Context: an optimization exercise on an open-source flow, tuned for small area. The choices shown serve that exercise and are no tape-out recipe.
Function was checked by simulation only, so behaviour that the tests miss may differ from the original.
Power is estimated from default activity; no workload was simulated.

## flow/design.v

```verilog
module reaction_game(
    input  wire clk,
    input  wire start_btn,
    input  wire resp_btn,
    input  wire reset_btn,
    output reg  [7:0] leds,
    output reg  [6:0] seg,
    output reg        dp,
    output reg  [7:0] an,
    output wire       piezo,
    output reg lcd_rs,
    output reg lcd_rw,
    output reg lcd_e,
    output reg [7:0] lcd_data,
    output wire fc_r,
    output wire fc_g,
    output wire fc_b
);
parameter CLOCK_FREQ=8000;
parameter MS_TICKS=CLOCK_FREQ/1000;
reg [31:0] clk_cnt;
reg ms_tick;
always@(posedge clk)begin
    if(reset_btn)begin clk_cnt<=0;ms_tick<=0;end
    else if(clk_cnt>=MS_TICKS-1)begin clk_cnt<=0;ms_tick<=1;end
    else begin clk_cnt<=clk_cnt+1;ms_tick<=0;end
end
parameter S_IDLE=0,S_WAIT=1,S_SIGNAL=2,S_CAPTURE=3,S_RESULT=4,S_FALSE=5;
reg [2:0] state,next_state,prev_state;
reg [15:0] lfsr;
always@(posedge clk)begin
    if(reset_btn) lfsr<=16'hACE1;
    else if(state==S_IDLE) lfsr<=16'hACE1;
    else lfsr<={lfsr[14:0],lfsr[15]^lfsr[13]^lfsr[12]^lfsr[10]};
end
parameter MIN_WAIT=500,MAX_WAIT=2000;
wire [31:0] wait_rng=MAX_WAIT-MIN_WAIT+1;
reg [31:0] wait_ms,wait_tgt,ms_counter,false_ms;
reg [3:0] wait_step;
reg was_signal;
reg intro_play;reg [31:0] intro_ms;
reg play_good,play_bad;
reg [15:0] melody_ms;reg [3:0] melody_step;
always@(*)begin
    next_state=state;
    case(state)
        S_IDLE:   if(start_btn) next_state=S_WAIT;
        S_WAIT:   if(resp_btn) next_state=S_FALSE; else if(wait_ms>=wait_tgt) next_state=S_SIGNAL;
        S_SIGNAL: if(resp_btn) next_state=S_CAPTURE;
        S_CAPTURE:next_state=S_RESULT;
        S_RESULT: if(start_btn) next_state=S_IDLE;
        S_FALSE:  if(false_ms>=2000) next_state=S_IDLE;
    endcase
end
always@(posedge clk)begin
    if(reset_btn)begin state<=S_IDLE;prev_state<=S_IDLE;end
    else begin prev_state<=state;state<=next_state;end
    was_signal<=(state==S_SIGNAL);
    if(reset_btn)begin
        ms_counter<=0;wait_ms<=0;false_ms<=0;wait_step<=0;wait_tgt<=0;was_signal<=0;
        intro_play<=0;intro_ms<=0;play_good<=0;play_bad<=0;
    end else
    case(state)
    S_IDLE:begin
        ms_counter<=0;wait_ms<=0;false_ms<=0;wait_step<=0;
        wait_tgt<=MIN_WAIT+(lfsr%wait_rng);
        intro_play<=0;intro_ms<=0;play_good<=0;play_bad<=0;
    end
    S_WAIT:begin
        if(!intro_play)begin intro_play<=1;intro_ms<=0;end
        if(ms_tick)begin intro_ms<=intro_ms+1;wait_ms<=wait_ms+1;if(wait_ms%10==0)wait_step<=wait_step+1;end
        play_good<=0;play_bad<=0;
    end
    S_SIGNAL:begin
        intro_play<=0;
        if(!was_signal)ms_counter<=0;
        else if(ms_tick)ms_counter<=ms_counter+1;
    end
    S_CAPTURE:intro_play<=0;
    S_RESULT:begin
        intro_play<=0;
        if(prev_state!=S_RESULT)begin
            if(ms_counter<1000)begin play_good<=1;play_bad<=0;end
            else begin play_good<=0;play_bad<=1;end
        end else begin
            if(melody_step>=7)begin play_good<=0;play_bad<=0;end
        end
    end
    S_FALSE:begin
        intro_play<=0;if(ms_tick)false_ms<=false_ms+1;ms_counter<=0;play_good<=0;play_bad<=0;
    end
    endcase
end
always@(*)begin
    case(state)
        S_IDLE:leds=8'b00000001;
        S_WAIT:leds=(8'b1<<wait_step[1:0]);
        S_SIGNAL, S_CAPTURE:leds=8'hFF;
        S_RESULT:leds=(ms_counter<=1000)?8'h0F:8'hF0;
        S_FALSE:leds=(false_ms%200<100)?8'hFF:8'h00;
        default:leds=8'b1;
    endcase
end
localparam T1=25000,T2=16666,T3=12500,FT=25000;
localparam Y0=9500,Y1=7100,Y2=6400,Y3=4800,Y4=6400,Y5=7100,Y6=9500;
localparam W0=13000,W1=15000,W2=19000,W3=22500,W4=26000,W5=30000,W6=34000;
reg [15:0] p_cnt;reg p_out;reg [31:0] tone;
always@(posedge clk)begin
    if(reset_btn)begin melody_ms<=0;melody_step<=0;end
    else if(play_good||play_bad)begin
        if(ms_tick)begin
            if(melody_step<12)begin
                if(melody_ms>=180)begin melody_ms<=0;melody_step<=melody_step+1;end
                else melody_ms<=melody_ms+1;
            end
        end
    end else begin melody_ms<=0;melody_step<=0;end
end
always@(posedge clk)begin
    tone=32'hFFFFFFFF;
    if(reset_btn)begin p_cnt<=0;p_out<=0;end
    else if(state==S_FALSE)begin
        if(p_cnt>=FT)begin p_cnt<=0;p_out<=~p_out;end else p_cnt<=p_cnt+1;
    end
    else if(intro_play)begin
        if(intro_ms<120)tone=T1;else if(intro_ms<240)tone=T2;else if(intro_ms<360)tone=T3;
        else tone=32'hFFFFFFFF;
        if(tone==32'hFFFFFFFF)begin p_cnt<=0;p_out<=0;end
        else if(p_cnt>=tone)begin p_cnt<=0;p_out<=~p_out;end else p_cnt<=p_cnt+1;
    end
    else if(play_good)begin
        case(melody_step)
            0:tone=Y0;1:tone=Y1;2:tone=Y2;3:tone=Y3;4:tone=Y4;5:tone=Y5;6:tone=Y6;
            default:tone=32'hFFFFFFFF;
        endcase
        if(tone==32'hFFFFFFFF)begin p_cnt<=0;p_out<=0;end
        else if(p_cnt>=tone)begin p_cnt<=0;p_out<=~p_out;end else p_cnt<=p_cnt+1;
    end
    else if(play_bad)begin
        case(melody_step)
            0:tone=W0;1:tone=W1;2:tone=W2;3:tone=W3;4:tone=W4;5:tone=W5;6:tone=W6;
            default:tone=32'hFFFFFFFF;
        endcase
        if(tone==32'hFFFFFFFF)begin p_cnt<=0;p_out<=0;end
        else if(p_cnt>=tone)begin p_cnt<=0;p_out<=~p_out;end else p_cnt<=p_cnt+1;
    end
    else begin p_cnt<=0;p_out<=0;end
end
assign piezo=p_out;
assign fc_r=1'b0;
assign fc_g=1'b0;
assign fc_b=1'b0;
reg [15:0] scan_div;reg[2:0] digit_sel;reg[3:0] digit;
always@(posedge clk)begin
    if(reset_btn)begin scan_div<=0;digit_sel<=0;end
    else begin scan_div<=scan_div+1;digit_sel<=scan_div[15:13];end
end
wire [13:0] sec=ms_counter/1000;
wire [13:0] ms10=(ms_counter%1000)/10;
wire [3:0] s_t=(sec/10)%10,s_o=sec%10,mt=(ms10/10)%10,mo=ms10%10;
always@(*)begin
    an=8'hFF;
    case(digit_sel)
        0:begin an[0]=0;digit=s_t;end
        1:begin an[1]=0;digit=s_o;end
        2:begin an[2]=0;digit=mt;end
        3:begin an[3]=0;digit=mo;end
        default:digit=4'hF;
    endcase
end
function [6:0] map(input[3:0]v);case(v)
0:map=7'b0111111;
1:map=7'b0000110;
2:map=7'b1011011;
3:map=7'b1001111;
4:map=7'b1100110;
5:map=7'b1101101;
6:map=7'b1111101;
7:map=7'b0000111;
8:map=7'b1111111;
9:map=7'b1101111;
default:map=7'b0000000;
endcase endfunction
always@(*)begin seg=map(digit);
dp=(digit_sel==1);end
function [47:0] msg1(input [2:0] s, input fast);
    case (s)
        S_IDLE:     msg1 = {"START "};
        S_WAIT:     msg1 = {"WAIT  "};
        S_SIGNAL:   msg1 = {"GO!!  "};
        S_RESULT:   msg1 = (fast ? {"GOOD!!"} : {"AGAIN "});
        S_FALSE:    msg1 = {"FALSE "};
        default:    msg1 = {"------"};
    endcase
endfunction
function [7:0] pick6(input [47:0] m, input integer i);
    case (i)
        1: pick6 = m[47:40];
        2: pick6 = m[39:32];
        3: pick6 = m[31:24];
        4: pick6 = m[23:16];
        5: pick6 = m[15:8];
        6: pick6 = m[7:0];
        default: pick6 = 8'h20;
    endcase
endfunction
reg [47:0] line1;
always @(*) begin
    line1 = msg1(state, (ms_counter < 1000));
end
reg [7:0] lcd_idx;
reg [1:0] lcd_phase;
reg [7:0] lcd_wait;
reg [2:0] lcd_prev_state;
always @(posedge clk) begin
    lcd_rw <= 0;
    if (reset_btn) begin
        lcd_prev_state <= 7;
        lcd_idx <= 0;
        lcd_phase <= 0;
        lcd_wait <= 0;
        lcd_rs <= 0;
        lcd_data <= 0;
        lcd_e <= 0;
    end else
    if (state != lcd_prev_state) begin
        lcd_prev_state <= state;
        lcd_idx <= 0;
        lcd_phase <= 0;
        lcd_wait <= 0;
    end else begin
        case (lcd_phase)
        0: begin
            if (lcd_idx == 0) begin
                lcd_rs   <= 0;
                lcd_data <= 8'h80;  
            end
            else begin
                lcd_rs   <= 1;      
                lcd_data <= pick6(line1, lcd_idx);
            end
            lcd_e <= 0;
            lcd_phase <= 1;
        end
        1: begin
            lcd_e <= 1;
            lcd_phase <= 2;
        end
        2: begin
            lcd_e <= 0;
            lcd_wait <= 0;
            lcd_phase <= 3;
        end
        3: begin
            if (ms_tick) begin
                lcd_wait <= lcd_wait + 1;
                if (lcd_wait >= 2) begin
                    lcd_wait <= 0;
                    lcd_idx <= lcd_idx + 1;
                    if (lcd_idx >= 6)
                        lcd_idx <= 6;  
                    else
                        lcd_phase <= 0;
                end
            end
        end
        endcase
    end
end
endmodule
```

## flow/run.sh

```bash
#!/bin/bash
# synth_recipe.tcl (not shown) runs the flow's synth.tcl, then flattens the netlist and writes it again
# the make line also repeats each setting of config.mk as NAME=value (left out here)
make -C /OpenROAD-flow-scripts/flow DESIGN_CONFIG=/design/flow/config.mk WORK_HOME=/design/flow/orfs CLKGATE_MAP_FILE= SYNTH_SCRIPT=/design/flow/synth_recipe.tcl finish
```

## flow/config.mk

```make
export PLATFORM = sky130hd
export DESIGN_NAME = reaction_game
export DESIGN_NICKNAME = reaction_game
export VERILOG_FILES = /design/flow/design.v
export SDC_FILE = /design/flow/constraint.sdc
export NUM_CORES = 4
export LEC_CHECK = 0
export CAP_MARGIN = 20
export CORE_MARGIN = 2
export CORE_UTILIZATION = 40
export SLEW_MARGIN = 20
```

## flow/constraint.sdc

```tcl
create_clock -name core_clock -period 45.0 [get_ports {clk}]
set_input_delay 9.0000 -clock core_clock [delete_from_list [all_inputs] [get_ports {clk}]]
set_output_delay 9.0000 -clock core_clock [all_outputs]
set_load 0.01 [all_outputs]
```

==> run notes <==
-- metal layers --
| metal | up-vias | share of wire | track usage |
|---|---|---|---|
| li1 | 20640 | - | - |
| met4 | 0 | 0.018 | 0.04908 |
| met5 | - | 0 | 0 |
| met1 | 19040 | 0.49 | 0.2891 |
| met3 | 119 | 0.040 | 0.01800 |
| met2 | 921 | 0.45 | 0.3313 |
-- kinds of logic (layout without fill, tap and decap cells) --
kind of cell | Yosys count | in the layout | share of synthesized area
adders and majority gates | 157 | 157 | 0.04802
and+or+nand+nor | 2381 | 2381 | 0.2986
muxes | 139 | 139 | 0.03788
DFF | 308 | 308 | 0.1561
other | 2 | 36 | 0.0001901
buffers and inverters | 479 | 321 | 0.05287
AOI/OAI and AO/OA | 1788 | 1788 | 0.3200
xor gates and xnor gates | 380 | 380 | 0.08632
-- final timing paths --
path	start	to	slack (ns)	depth (start not counted)
min	wait_tgt[18]	wait_tgt[18]	0.45	1
max reg2reg	wait_ms[31]	wait_step[0]	26.37	75
max	ms_counter[27]	seg[0]	4.76	84
min reg2reg	wait_tgt[18]	wait_tgt[18]	0.45	1
-- cells in the mapped netlist, drive strengths merged (84+ instances only) --
library cell and n:
nor2 689, nand2 528, a21oi 426, o21ai 384, dfxtp 308, xnor2 230, nand3 222, nor3 193
clkbuf 188, inv 165, xor2 149, ha 130, buf 112, mux2i 96, nand2b 93, a31oi 87
and2 84, or3 84
-- worst max-delay path, delay by kind of cell (launching register included) --
family / cells / cell delay, ns
xor+xnor: 5 / 1.68
simple gates: 19 / 7.80
fa+ha+maj: 2 / 0.44
compound gates: 49 / 16.23
buf+inv: 2 / 0.65
flops: 1 / 0.64
mux: 7 / 3.15
-- state kept, by name (all words and copies together) (netlist names), 2 cells and up --
name / cells
false_ms: 32
lfsr: 16
digit_sel: 3
prev_state: 3
state: 3
melody_step: 4
intro_ms: 32
lcd_wait: 8
melody_ms: 16
wait_tgt: 32
lcd_idx: 8
ms_counter: 32
p_cnt: 16
scan_div: 16
lcd_data: 8
wait_ms: 32
wait_step: 2
lcd_prev_state: 3
lcd_phase: 2
clk_cnt: 32
-- power by group --
group          total, mW  switching [mW]  internal [mW]
Combinational       1.15           0.658          0.487
Clock              0.352           0.139          0.212
Sequential         0.307          0.0101          0.297
Total               1.80           0.808          0.996
-- cell type report --
| cell class | instances | area [µm²] | share of cell area |
|---|---|---|---|
| clock inverters | 30 | 407.9 | 0.009734 |
| inverters | 179 | 671.9 | 0.01603 |
| multi-input cells | 4881 | 31410 | 0.7496 |
| clock buffers | 44 | 1046 | 0.02496 |
| flip-flops and latches | 308 | 6166 | 0.1471 |
| well taps | 1287 | 1610 | 0.03843 |
| repair buffers | 68 | 590.6 | 0.01409 |
-- through the flow --
| stage | power [mW] | instances |
|---|---|---|
| after floorplan | 1.261 | 5668 |
| after global placement | 1.443 | 6722 |
| after detailed placement | 1.457 | 6722 |
| after CTS | 1.818 | 6796 |
| after global routing | 1.974 | 6797 |
| final | 1.804 | 6797 |
==> results.json <==
{
  "status": "timing/DRC/antenna clean",
  "synth_seq_area_share": 0.1561,
  "fin_util": 0.4270,
  "cp_max_fo": 26,
  "via_per_inst": 5.990,
  "synth.area.top_cells": "dfxtp_1 16%, nor2_1 6.5%, a21oi_1 5.3%",
  "rows": 115,
  "coreArea_mm2": 0.09813,
  "slew_violations": 0,
  "yosys_warnings": 1,
  "grt_max_degree": 78,
  "syn_area_per_cell_um2": 7.011,
  "end_kind": "primary output",
  "place_worst_setup_slack_ns": 5.955,
  "gp_congestion": 0.9514,
  "antenna_cells": 0,
  "max-slew-margin-rel": 0.2931,
  "worstMarginPinSlew_ns": 1.047,
  "dr_total_vias": 40710,
  "worstPathRequired_ns": 36.00,
  "layout_common_cells": "678 x nor2_1, 526 x nand2_1, 416 x a21oi_1",
  "timing.hold.ws_ns": 0.4511,
  "synth.largest_area_cell": "dfxtp_1",
  "final_area_mm2": 0.04190,
  "area_delta_synth_final_pct": 6.085,
  "hpwlAfterDp_um": 80630,
  "grt_pass1_wl_um": 182600,
  "ys_types": 157,
  "design.die.area_mm2": 0.1013,
  "async_flop_share": 0,
  "hp-class": "register to register",
  "ys_seq_elements": 308,
  "antenna_found_initial": 0,
  "setup_viol": 0,
  "final_common_cell": "nor2_1",
  "grt_pass1_vias": 36560,
  "arrival_ns": 31.24,
  "cts_num_sinks": 308,
  "dr.pass1.iters": 6,
  "startpoint_type": "register",
  "rsz0062_at_grt": "no",
  "place_area_mm2": 0.04043,
  "fillers": 10170,
  "tritoncts": "built",
  "cts_root_buf": "clkbuf_16",
  "cp_slowest_cell": "xnor2_1",
  "grt_overflow": 0,
  "synth_cells": 5634,
  "crit_type": "register to primary output",
  "start_util": 0.4025,
  "numCtsBuffers": 40,
  "fin_nets": 5612,
  "final-hold-violation-count": 0,
  "irDropWorstVdd_v": 0.0001178,
  "maxCapViolCount": 0,
  "wire_per_inst_um": 15.89,
  "die_h_um": 318.2,
  "drt-initial-drc-count": 3388,
  "dieWidth_um": 318.2,
  "detail-route-antenna-nets": 0,
  "drive_gt1_frac": 0.06733,
  "grtUsageTotal": 0.2037,
  "path_clk_slew_ns": 0.06,
  "cp_common_cell": "o21ai_1",
  "setup_tns_ns": 0,
  "route.detailed.drc": 0,
  "synth_edf_count": 0,
  "min_period_over_period": 0.8941,
  "fin_crit_ns": 40.24,
  "max_freq_mhz": 24.85,
  "fin_ws_ns": 4.765,
  "cts_buffer_depth": 3,
  "routed_wl_um": 108000,
  "portBuffers": 34,
  "worstSkewPairLatency_ns": 0.58,
  "slowest_delay_ns": 0.88,
  "holdBufCountCts": 0,
  "skew_ns": 0.02324,
  "yosys_most_used_dff": "dfxtp_1",
  "netlist_area_mm2": 0.03950,
  "cts_setup_buffers": 0,
  "p_leak_nw": 15.19,
  "ios": 43,
  "ctsResizeCount": 0,
  "powerDensity_mw_per_mm2": 43.05,
  "h-tree-depth": 2,
  "synth_top_area_frac": 0.1561
}

[what the ideal ports hide]
No port has a modelled driver above. Below, the same layout with a new extraction and two added sets of constraints.
Step 1: set_driving_cell puts a clkbuf_16 on clk and a buf_2 on each other input, an assumption about the parent block.
Step 2 also shifts input and output timing later by t, the mid clock arrival at the registers, as if the neighbouring blocks saw the same clock.
Three values: ideal ports, drivers, drivers and shift; two values: the first two.
shift t [ns]: 0.633
setup WS [ns]: 4.765 / 4.694 / 5.327
worst register clock-pin slew, ns: 0.07 / 0.07
worst slew at a driven data input, ns: 0.03
After both steps setup and hold are still met in this run. For this run, drivers alone change the setup slack by -0.071 ns; drivers and shift together by +0.562 ns.
